Context: an optimization exercise on an open-source flow, tuned for small area, a short achievable clock period and few clock cycles. The choices shown serve that exercise and are no tape-out recipe.
At most, simulation tests tie the RTL to the original design; equivalence was not proved.
Power and IR drop assume default switching activity.

==> flow/design.v <==
`timescale 1ns/10ps
module LBP ( clk, reset, gray_addr, gray_req, gray_data, lbp_addr, lbp_write, lbp_data, finish);
input   	clk;
input   	reset;
output  [5:0] 	gray_addr;
output        	gray_req;
input   	[7:0] 	gray_data;
output reg [5:0] 	lbp_addr;
output reg 		lbp_write;
output reg [7:0] 	lbp_data;
output  	finish;
reg [6:0] cnt;
wire [2:0] r = cnt[5:3];
wire [2:0] c = cnt[2:0];
assign gray_addr = cnt[5:0];
assign gray_req  = 1'b1;
assign finish    = cnt[6];
always @(posedge clk or posedge reset)
begin
	if (reset) cnt <= 7'd0;
	else if (!cnt[6]) cnt <= cnt + 7'd1;
end
reg [7:0] s1, s2, s3, s4, s5, s6, s7, s8, s9;
wire [7:0] n = gray_data;     
wire [7:0] a = s9;            
wire [7:0] b = s8;            
wire [7:0] cc = s7;           
wire [7:0] d = s1;            
always @(posedge clk)
begin
	s1 <= n; s2 <= s1; s3 <= s2; s4 <= s3; s5 <= s4;
	s6 <= s5; s7 <= s6; s8 <= s7; s9 <= s8;
end
reg [3:0] l0_1, l0_2, l0_3, l0_4, l0_5, l0_6, l0_7, l0_8, l0_9;
reg [7:0] l4;
reg [1:0] l5;
reg       l6;
always @(posedge clk)
begin
	l0_1 <= {d >= n, cc >= n, b >= n, a >= n};
	l0_2 <= l0_1; l0_3 <= l0_2; l0_4 <= l0_3; l0_5 <= l0_4;
	l0_6 <= l0_5; l0_7 <= l0_6; l0_8 <= l0_7; l0_9 <= l0_8;
	l4 <= {l4[6:0], n >= d};
	l5 <= {l5[0], n >= cc};
	l6 <= n >= b;
	lbp_data <= {n >= a, l6, l5[1], l4[7], l0_9};
	lbp_addr <= {r - 3'd1, c - 3'd1};
end
always @(posedge clk or posedge reset)
begin
	if (reset) lbp_write <= 1'b0;
	else lbp_write <= !cnt[6] && (r >= 3'd2) && (c >= 3'd2);
end
endmodule
clock: 4.0 ns
lec_check: 0
cap_margin: 20
core_margin: 2
core_utilization: 55
cts_buf_list: sky130_fd_sc_hd__clkbuf_8 sky130_fd_sc_hd__clkbuf_4
cts_cluster_diameter: 100
cts_cluster_size: 40
setup_slack_margin: 2.2
slew_margin: 20
run.sh (not shown) runs the stock make flow with config.mk's settings and CLKGATE_MAP_FILE= SYNTH_SCRIPT=/design/flow/synth_recipe.tcl, a recipe that flattens the netlist after the stock synthesis.
The first run completed without violations.
Testbench counts at the start, summed over its fixed seeds: cycles 4,160.
Then changed:
--- a/flow/design.v
+++ b/flow/design.v
@@ -36,13 +36,36 @@
 reg [1:0] l5;
 reg       l6;
+function [1:0] cmp;
+	input [7:0] x, y;
+	reg [7:0] g, e;
+	reg [3:0] g2, e2;
+	reg [1:0] g4, e4;
+	begin
+		g = x & ~y;
+		e = ~(x ^ y);
+		g2 = {g[7] | e[7] & g[6], g[5] | e[5] & g[4], g[3] | e[3] & g[2], g[1] | e[1] & g[0]};
+		e2 = {e[7] & e[6], e[5] & e[4], e[3] & e[2], e[1] & e[0]};
+		g4 = {g2[3] | e2[3] & g2[2], g2[1] | e2[1] & g2[0]};
+		e4 = {e2[3] & e2[2], e2[1] & e2[0]};
+		cmp = {g4[1] | e4[1] & g4[0], e4[1] & e4[0]};
+	end
+endfunction
+wire [1:0] ca = cmp(a, n);
+wire [1:0] cb = cmp(b, n);
+wire [1:0] cc2 = cmp(cc, n);
+wire [1:0] cd = cmp(d, n);
+wire a_ge = ca[1] | ca[0], n_ge_a = ~ca[1];
+wire b_ge = cb[1] | cb[0], n_ge_b = ~cb[1];
+wire c_ge = cc2[1] | cc2[0], n_ge_c = ~cc2[1];
+wire d_ge = cd[1] | cd[0], n_ge_d = ~cd[1];
 always @(posedge clk)
 begin
-	l0_1 <= {d >= n, cc >= n, b >= n, a >= n};
+	l0_1 <= {d_ge, c_ge, b_ge, a_ge};
 	l0_2 <= l0_1; l0_3 <= l0_2; l0_4 <= l0_3; l0_5 <= l0_4;
 	l0_6 <= l0_5; l0_7 <= l0_6; l0_8 <= l0_7; l0_9 <= l0_8;
-	l4 <= {l4[6:0], n >= d};
-	l5 <= {l5[0], n >= cc};
-	l6 <= n >= b;
-	lbp_data <= {n >= a, l6, l5[1], l4[7], l0_9};
+	l4 <= {l4[6:0], n_ge_d};
+	l5 <= {l5[0], n_ge_c};
+	l6 <= n_ge_b;
+	lbp_data <= {n_ge_a, l6, l5[1], l4[7], l0_9};
 	lbp_addr <= {r - 3'd1, c - 3'd1};
 end
The new run went through all stages and came out clean. Non-clock buffer count went up by 1. Via count went down by 1.0%. Clock-buffer cell count went up by 1. Final area went up by 1.1%. Routed wire length went up by 0.51%. Synthesized area went down by 2.4%. Clock skew is about the same. Fmax went down by 1.1%. Final cell count went down by 6.9%.
The RTL of the second run of this note was laid out without a check of its function.

---

Setup of old:
// LBP: RTL as listed in full above, without the edits since
clock: 4.0 ns
lec_check: 0
cap_margin: 20
core_margin: 2
core_utilization: 40
slew_margin: 20
Testbench counts of old, summed over its fixed seeds: cycles 4,160.
diff inputs: old => new
==> flow/design.v, changed modules only <==
module LBP ( clk, reset, gray_addr, gray_req, gray_data, lbp_addr, lbp_write, lbp_data, finish);
input   	clk;
input   	reset;
output  [5:0] 	gray_addr;
output        	gray_req;
input   	[7:0] 	gray_data;
output reg [5:0] 	lbp_addr;
output reg 		lbp_write;
output reg [7:0] 	lbp_data;
output reg 	finish;
reg [6:0] cnt;
wire [6:0] m = cnt - 7'd1;
wire [2:0] r = m[5:3];
wire [2:0] c = m[2:0];
wire busy = (cnt != 7'd0) && !m[6];
assign gray_addr = cnt[5:0];
assign gray_req  = 1'b1;
always @(posedge clk or posedge reset)
begin
	if (reset) cnt <= 7'd0;
	else if (!m[6] || cnt == 7'd0) cnt <= cnt + 7'd1;
end
always @(posedge clk or posedge reset)
begin
	if (reset) finish <= 1'b0;
	else if (m == 7'd63) finish <= 1'b1;
end
reg [7:0] s1, s2, s3, s4, s5, s6, s7, s8, s9;
reg [7:0] n;                  
wire [7:0] a = s9;            
wire [7:0] b = s8;            
wire [7:0] cc = s7;           
wire [7:0] d = s1;            
always @(posedge clk)
begin
	n <= gray_data;
	s1 <= n; s2 <= s1; s3 <= s2; s4 <= s3; s5 <= s4;
	s6 <= s5; s7 <= s6; s8 <= s7; s9 <= s8;
end
reg [3:0] l0_1, l0_2, l0_3, l0_4, l0_5, l0_6, l0_7, l0_8, l0_9;
reg [7:0] l4;
reg [1:0] l5;
reg       l6;
always @(posedge clk)
begin
	l0_1 <= {d >= n, cc >= n, b >= n, a >= n};
	l0_2 <= l0_1; l0_3 <= l0_2; l0_4 <= l0_3; l0_5 <= l0_4;
	l0_6 <= l0_5; l0_7 <= l0_6; l0_8 <= l0_7; l0_9 <= l0_8;
	l4 <= {l4[6:0], n >= d};
	l5 <= {l5[0], n >= cc};
	l6 <= n >= b;
	lbp_data <= {n >= a, l6, l5[1], l4[7], l0_9};
	lbp_addr <= {r - 3'd1, c - 3'd1};
end
always @(posedge clk or posedge reset)
begin
	if (reset) lbp_write <= 1'b0;
	else lbp_write <= busy && (r >= 3'd2) && (c >= 3'd2);
end
endmodule
==> comparison <==
Between new and old, the global-route wire length before repair is lower for old.
Delta (new minus old): final critical delay including setup and external delays grew by 0.059 ns; number of cells after detailed placement grew by about 10%; maximum clock rate shrank by about 2.4%; number of non-filler instances in the completed layout grew by 9.8%.
Final cell area: new above old
new leaves less setup margin than old.
Against old, new comes in 8.3% lower on count of clock buffers in the final design.
Final cycle utilization of the critical path in new vs old: up 1.5 points
new vs. old: utilization after layout fell 1.4 points, total power of the final layout grew by 4.8%.
new vs. old: wire length went up by 400 um.
Relative to old, the synthesized net count measured on new has increased by more than 10%.
Only the layout flow was run in new; the RTL was not checked for function there.

-- static timing again, ports no longer ideal --
How much do the figures lean on ideal ports? The routed layouts below were timed once more, with nothing changed but the port constraints. Step 1 assumes that a clkbuf_16 drives the clock port and a buf_2 every other input. Step 2, shift: input delay + t, output delay - t, t = (earliest + latest rising clock arrival at the registers) / 2. This alone moves slack from input paths to output paths. Three values: ideal, step 1, step 2; two values: the first two.
run	t, ns	setup slack, ns	latest minus earliest clock arrival (ns)	worst register clock-pin slew, ns	worst slew at a driven data input, ns
the first run of note 1	0.443	2.244 / 2.214 / 1.825	0.013 / 0.013	0.08 / 0.08	0.03
the second run of note 1	0.443	2.225 / 2.210 / 1.785	0.013 / 0.013	0.08 / 0.08	0.03
old	0.534	1.607 / 1.577 / 1.585	0.006 / 0.006	0.06 / 0.06	0.03
new	0.531	1.548 / 1.518 / 2.049	0.015 / 0.014	0.06 / 0.06	0.03
After both steps every run listed still meets setup and hold. For the second run of note 1, which loses most, drivers alone change the setup slack by -0.015 ns; drivers and shift together by -0.440 ns.
